This design comes from an exercise in tuning for small area on the open sky130 flow, not from production work.
In this exercise RTL edits were held to simulation tests only and were not proved equivalent to the original.
Power figures rest on the tool's default switching activity, not on a simulated workload. The clock port is modelled as an ideal driver; clocking choices that lean on that would not hold on a real chip.

==> flow/design.v <==
module ao222n(input a1, input a2, input b1, input b2, input c1, input c2, output y);
  assign y = ~((a1 & a2) | (b1 & b2) | (c1 & c2));
endmodule
module ao22n(input a1, input a2, input b1, input b2, output y);
  assign y = ~((a1 & a2) | (b1 & b2));
endmodule
module wmux(input s, input sn, input a, input b, output y);
  assign y = (s & a) | (sn & b);
endmodule
module fadd(input a, input b, input ci, output s, output co);
  assign {co, s} = {1'b0, a} + {1'b0, b} + {1'b0, ci};
endmodule
module radd #(parameter W = 8) (input [W-1:0] a, input [W-1:0] b, input ci,
                                output [W-1:0] s, output co);
  wire [W:0] c;
  assign c[0] = ci;
  genvar k;
  generate
    for (k = 0; k < W; k = k + 1) begin : g
      fadd u(.a(a[k]), .b(b[k]), .ci(c[k]), .s(s[k]), .co(c[k+1]));
    end
  endgenerate
  assign co = c[W];
endmodule
module sel31(input [30:0] s, input [30:0] d, output y);
  wire [10:0] n;
  genvar k;
  generate
    for (k = 0; k < 10; k = k + 1) begin : g
      ao222n u(.a1(s[3*k]), .a2(d[3*k]), .b1(s[3*k+1]), .b2(d[3*k+1]),
               .c1(s[3*k+2]), .c2(d[3*k+2]), .y(n[k]));
    end
  endgenerate
  assign n[10] = ~(s[30] & d[30]);
  assign y = ~&n;
endmodule
module sel8(input [7:0] s, input [7:0] d, output y);
  wire [2:0] n;
  ao222n u0(.a1(s[0]), .a2(d[0]), .b1(s[1]), .b2(d[1]), .c1(s[2]), .c2(d[2]), .y(n[0]));
  ao222n u1(.a1(s[3]), .a2(d[3]), .b1(s[4]), .b2(d[4]), .c1(s[5]), .c2(d[5]), .y(n[1]));
  ao22n  u2(.a1(s[6]), .a2(d[6]), .b1(s[7]), .b2(d[7]), .y(n[2]));
  assign y = ~&n;
endmodule
module Top(
  input         clock,
  input         reset,
  output [9:0]  imem_addr,
  input  [31:0] imem_inst,
  output [9:0]  dmem_addr,
  output [63:0] dmem_wdata,
  output        dmem_we,
  input  [63:0] dmem_rdata
);
  reg  [2:0]  phase;
  reg         clr;        
  reg  [9:0]  pc;         
  reg         cy;         
  reg         eqf;        
  reg  [9:0]  addr_r;     
  reg  [55:0] sbuf;       
  wire [31:0] inst = imem_inst;
  wire [4:0]  rd  = inst[11:7];
  wire [4:0]  rs1 = inst[19:15];
  wire [4:0]  rs2 = inst[24:20];
  wire is_br  = inst[6];
  wire is_st  = ~inst[6] & inst[5] & ~inst[4];
  wire is_r   = inst[5] & inst[4];             
  wire wr_op  = ~inst[6] & ~(inst[5] & ~inst[4]);
  wire p0     = (phase == 3'd0);
  wire p7     = (phase == 3'd7);
  wire [30:0] sa, sb, sw, swn;
  genvar i, j;
  generate
    for (i = 0; i < 31; i = i + 1) begin : g_sel
      assign sa[i]  = (rs1 == i + 1);
      assign sb[i]  = (rs2 == i + 1);
      assign sw[i]  = clr | (wr_op & (rd == i + 1));
      assign swn[i] = ~sw[i];
    end
  endgenerate
  wire [7:0] tap0 [0:30];   
  wire [3:0] tap1 [0:30];   
  wire [7:0] wd;
  generate
    for (i = 1; i < 32; i = i + 1) begin : g_reg
      reg  [63:0] r;
      wire [7:0]  nb;
      for (j = 0; j < 8; j = j + 1) begin : g_w
        wmux u(.s(sw[i-1]), .sn(swn[i-1]), .a(wd[j]), .b(r[j]), .y(nb[j]));
      end
      always @(posedge clock)
        r <= {nb, r[63:8]};
      assign tap0[i-1] = r[7:0];
      assign tap1[i-1] = r[11:8];
    end
  endgenerate
  wire [7:0] a, b;
  wire [3:0] a1;
  generate
    for (j = 0; j < 8; j = j + 1) begin : g_rd
      wire [30:0] da, db;
      for (i = 0; i < 31; i = i + 1) begin : g_c
        assign da[i] = tap0[i][j];
      end
      sel31 ua(.s(sa), .d(da), .y(a[j]));
      sel31 ub(.s(sb), .d(da), .y(b[j]));
    end
    for (j = 0; j < 4; j = j + 1) begin : g_rd1
      wire [30:0] da;
      for (i = 0; i < 31; i = i + 1) begin : g_c
        assign da[i] = tap1[i][j];
      end
      sel31 ua(.s(sa), .d(da), .y(a1[j]));
    end
  endgenerate
  wire [11:0] imm  = is_st ? {inst[31:25], inst[11:7]} : inst[31:20];
  wire [7:0]  immb = p0 ? imm[7:0] :
                     (phase == 3'd1) ? {{4{imm[11]}}, imm[11:8]} : {8{imm[11]}};
  wire       use_b = is_r | is_br;
  wire [7:0] opb   = use_b ? b : immb;
  wire       inv   = (is_r & inst[30]) | is_br;
  wire       cin   = p0 ? inv : cy;
  wire [8:0] sum;
  radd #(8) u_alu(.a(a), .b(opb ^ {8{inv}}), .ci(cin), .s(sum[7:0]), .co(sum[8]));
  wire [7:0] lg    = inst[12] ? (a & opb) : (a | opb);
  wire [7:0] alu   = inst[13] ? lg : sum[7:0];
  wire [7:0] sl;
  wire [7:0] ldb;
  generate
    for (i = 0; i < 8; i = i + 1) begin : g_ph
      assign sl[i] = (phase == i) & ~inst[4] & ~clr;
    end
    for (j = 0; j < 8; j = j + 1) begin : g_ld
      wire [7:0] dd;
      for (i = 0; i < 8; i = i + 1) begin : g_c
        assign dd[i] = dmem_rdata[8*i+j];
      end
      sel8 u(.s(sl), .d(dd), .y(ldb[j]));
    end
  endgenerate
  assign wd = ldb | (alu & {8{inst[4] & ~clr}});
  wire       zb    = (sum[7:0] == 8'd0);
  wire [3:0] ahi;
  wire       ahi_co;
  radd #(4) u_ahi(.a(a1), .b(imm[11:8]), .ci(sum[8]), .s(ahi), .co(ahi_co));
  wire [9:0] addr0 = {ahi, sum[7:2]};
  wire [9:0] boff  = {inst[7], inst[30:25], inst[11:9]};
  wire       taken = is_br & eqf & zb;
  wire [9:0] pc_nx;
  wire       pc_co;
  radd #(10) u_pc(.a(pc), .b(taken ? boff : 10'd0), .ci(~taken), .s(pc_nx), .co(pc_co));
  always @(posedge clock) begin
    cy   <= sum[8];
    eqf  <= zb & (p0 | eqf);
    sbuf <= {b, sbuf[55:8]};
    if (p0) addr_r <= addr0;
    if (reset) begin
      phase <= 3'd0;
      clr   <= 1'b1;
      pc    <= 10'd0;
    end else begin
      phase <= phase + 3'd1;
      if (p7) begin
        clr <= 1'b0;
        if (!clr) pc <= pc_nx;
      end
    end
  end
  assign imem_addr  = pc;
  assign dmem_addr  = p0 ? addr0 : addr_r;
  assign dmem_wdata = {b, sbuf};
  assign dmem_we    = is_st & p7 & ~clr;
endmodule
==> flow/config.mk <==
export PLATFORM = sky130hd
export DESIGN_NAME = Top
export DESIGN_NICKNAME = Top
export VERILOG_FILES = /design/flow/design.v
export SDC_FILE = /design/flow/constraint.sdc
export NUM_CORES = 8
export LEC_CHECK = 0
export CAP_MARGIN = 20
export CORE_MARGIN = 2
export CORE_UTILIZATION = 65
export SLEW_MARGIN = 20
export SYNTH_HIERARCHICAL = 1
export SYNTH_MINIMUM_KEEP_SIZE = 0
==> flow/constraint.sdc <==
create_clock -name core_clock -period 20.0 [get_ports {clock}]
set_input_delay 4.0000 -clock core_clock [delete_from_list [all_inputs] [get_ports {clock}]]
set_output_delay 4.0000 -clock core_clock [all_outputs]
set_load 0.01 [all_outputs]
standard.sh (not shown) runs the stock make flow with config.mk's settings and CLKGATE_MAP_FILE= SYNTH_SCRIPT=/design/flow/synth_recipe.tcl, a recipe that flattens the netlist after the stock synthesis.
==> flow/flow/run.sh <==
#!/bin/bash
# Own layout flow: the standard flow (standard.sh), with two changes:
#  - port buffers use the smallest buffer cell (buf_1) instead of the default pick
#  - clock tree: clkbuf_16 leaf buffers driving clusters of up to 30 flip-flops,
#    clkbuf_8 above them, and no dummy loads
set -euo pipefail
export BUFFER_PORTS_ARGS="-buffer_cell sky130_fd_sc_hd__buf_1"
export CTS_ARGS="-sink_clustering_enable -repair_clock_nets -dont_use_dummy_load -sink_clustering_size 30 -sink_clustering_max_diameter 60 -buf_list sky130_fd_sc_hd__clkbuf_8 -root_buf sky130_fd_sc_hd__clkbuf_8 -sink_clustering_buffer sky130_fd_sc_hd__clkbuf_16"
bash standard.sh finish > standard_flow.log 2>&1
The first run ran to the end with no violations.
Change:
==> flow/flow/run.sh (replaced) <==
#!/bin/bash
# Own layout flow: the standard flow (standard.sh) with two changes:
#  - port buffers use the smallest buffer cell (buf_1) instead of the default pick
#  - clock tree synthesis without dummy loads, clustering as in config.mk
set -euo pipefail
export BUFFER_PORTS_ARGS="-buffer_cell sky130_fd_sc_hd__buf_1"
export CTS_ARGS="-sink_clustering_enable -repair_clock_nets -dont_use_dummy_load -sink_clustering_size 30 -sink_clustering_max_diameter 60"
bash standard.sh finish > standard_flow.log 2>&1
--- a/flow/config.mk
+++ b/flow/config.mk
@@ -10,0 +11,2 @@
+export CTS_CLUSTER_DIAMETER = 60
+export CTS_CLUSTER_SIZE = 30
Outcome: Flip-flop and latch count is unchanged; worst setup slack improved by 0.073 ns; register-to-register slack got worse by 0.03 ns; hold slack gets better by 0.012 ns; non-clock buffer count stays the same; power climbs slightly.
Change:
==> flow/flow/run.sh (replaced) <==
#!/bin/bash
# Own layout flow: the standard flow (standard.sh), with two changes:
#  - port buffers use the smallest buffer cell (buf_1) instead of the default pick
#  - clock tree: clkbuf_16 leaf buffers driving clusters of up to 30 flip-flops,
#    clkbuf_8 above them, and no dummy loads
set -euo pipefail
export BUFFER_PORTS_ARGS="-buffer_cell sky130_fd_sc_hd__buf_1"
export CTS_ARGS="-sink_clustering_enable -repair_clock_nets -dont_use_dummy_load -sink_clustering_size 30 -sink_clustering_max_diameter 80 -buf_list sky130_fd_sc_hd__clkbuf_8 -root_buf sky130_fd_sc_hd__clkbuf_8 -sink_clustering_buffer sky130_fd_sc_hd__clkbuf_16"
bash standard.sh finish > standard_flow.log 2>&1
--- a/flow/config.mk
+++ b/flow/config.mk
@@ -11,2 +10,0 @@
-export CTS_CLUSTER_DIAMETER = 60
-export CTS_CLUSTER_SIZE = 30
=> The changed run completed without violations; sequential cell count stays the same; hold slack gets better by 0.023 ns; sequential power hardly moves; count of clock-buffer cells in the layout goes down by 13; sequential share of layout area goes up by 0.63 points; non-clock buffer count is unchanged; final area goes down by 0.81%; synthesized cell count does not change.
Change:
--- a/flow/flow/run.sh
+++ b/flow/flow/run.sh
@@ -8 +8 @@
-export CTS_ARGS="-sink_clustering_enable -repair_clock_nets -dont_use_dummy_load -sink_clustering_size 30 -sink_clustering_max_diameter 80 -buf_list sky130_fd_sc_hd__clkbuf_8 -root_buf sky130_fd_sc_hd__clkbuf_8 -sink_clustering_buffer sky130_fd_sc_hd__clkbuf_16"
+export CTS_ARGS="-sink_clustering_enable -repair_clock_nets -dont_use_dummy_load -sink_clustering_size 30 -sink_clustering_max_diameter 50 -buf_list sky130_fd_sc_hd__clkbuf_8 -root_buf sky130_fd_sc_hd__clkbuf_8 -sink_clustering_buffer sky130_fd_sc_hd__clkbuf_16"
--- a/flow/config.mk
+++ b/flow/config.mk
@@ -10 +10 @@
-export CORE_UTILIZATION = 65
+export CORE_UTILIZATION = 70
Result: Final cell count hardly moves. Sequential share of layout area falls by 1.3 points. Sequential cell count stays the same. Non-clock buffer count shrinks by 1. Fmax goes down by 2.0%. Utilization came out higher by 6.3 points. First-iteration DRC count rises by 19%. Die area is lower by 7.0%. Final area rose by 1.7%. Combinational power is higher by about 2%. Power went up by 6.7%.

what the ideal ports hide:
In the flow no input, the clock included, has a driving cell. The finished layouts below were timed again as built, in two steps. Step 1 (the two cells are an assumption about what drives the block):
set clk [get_ports {clock}]
set_driving_cell -lib_cell sky130_fd_sc_hd__clkbuf_16 $clk
set_driving_cell -lib_cell sky130_fd_sc_hd__buf_2 [delete_from_list [all_inputs] $clk]
Step 2 also shifts input and output timing later by t, the mid clock arrival at the registers, as if the neighbouring blocks saw the same clock. Three values: no drivers, after step 1, after step 2; two values: the first two.
| run | shift t [ns] | setup WS [ns] | worst setup path after step 2 |
|---|---|---|---|
| the first run | 0.850 | 3.209 / 3.074 / 3.074 | input to output |
| the second run | 0.720 | 3.282 / 3.180 / 3.180 | input to output |
| the third run | 0.829 | 3.202 / 3.068 / 3.068 | input to output |
| the fourth run | 0.854 | 2.865 / 2.766 / 2.766 | input to output |
After both steps setup and hold are still met in every run listed. The setup slack of the first run, which loses most, moves by -0.135 ns with the drivers and by -0.135 ns with both steps.
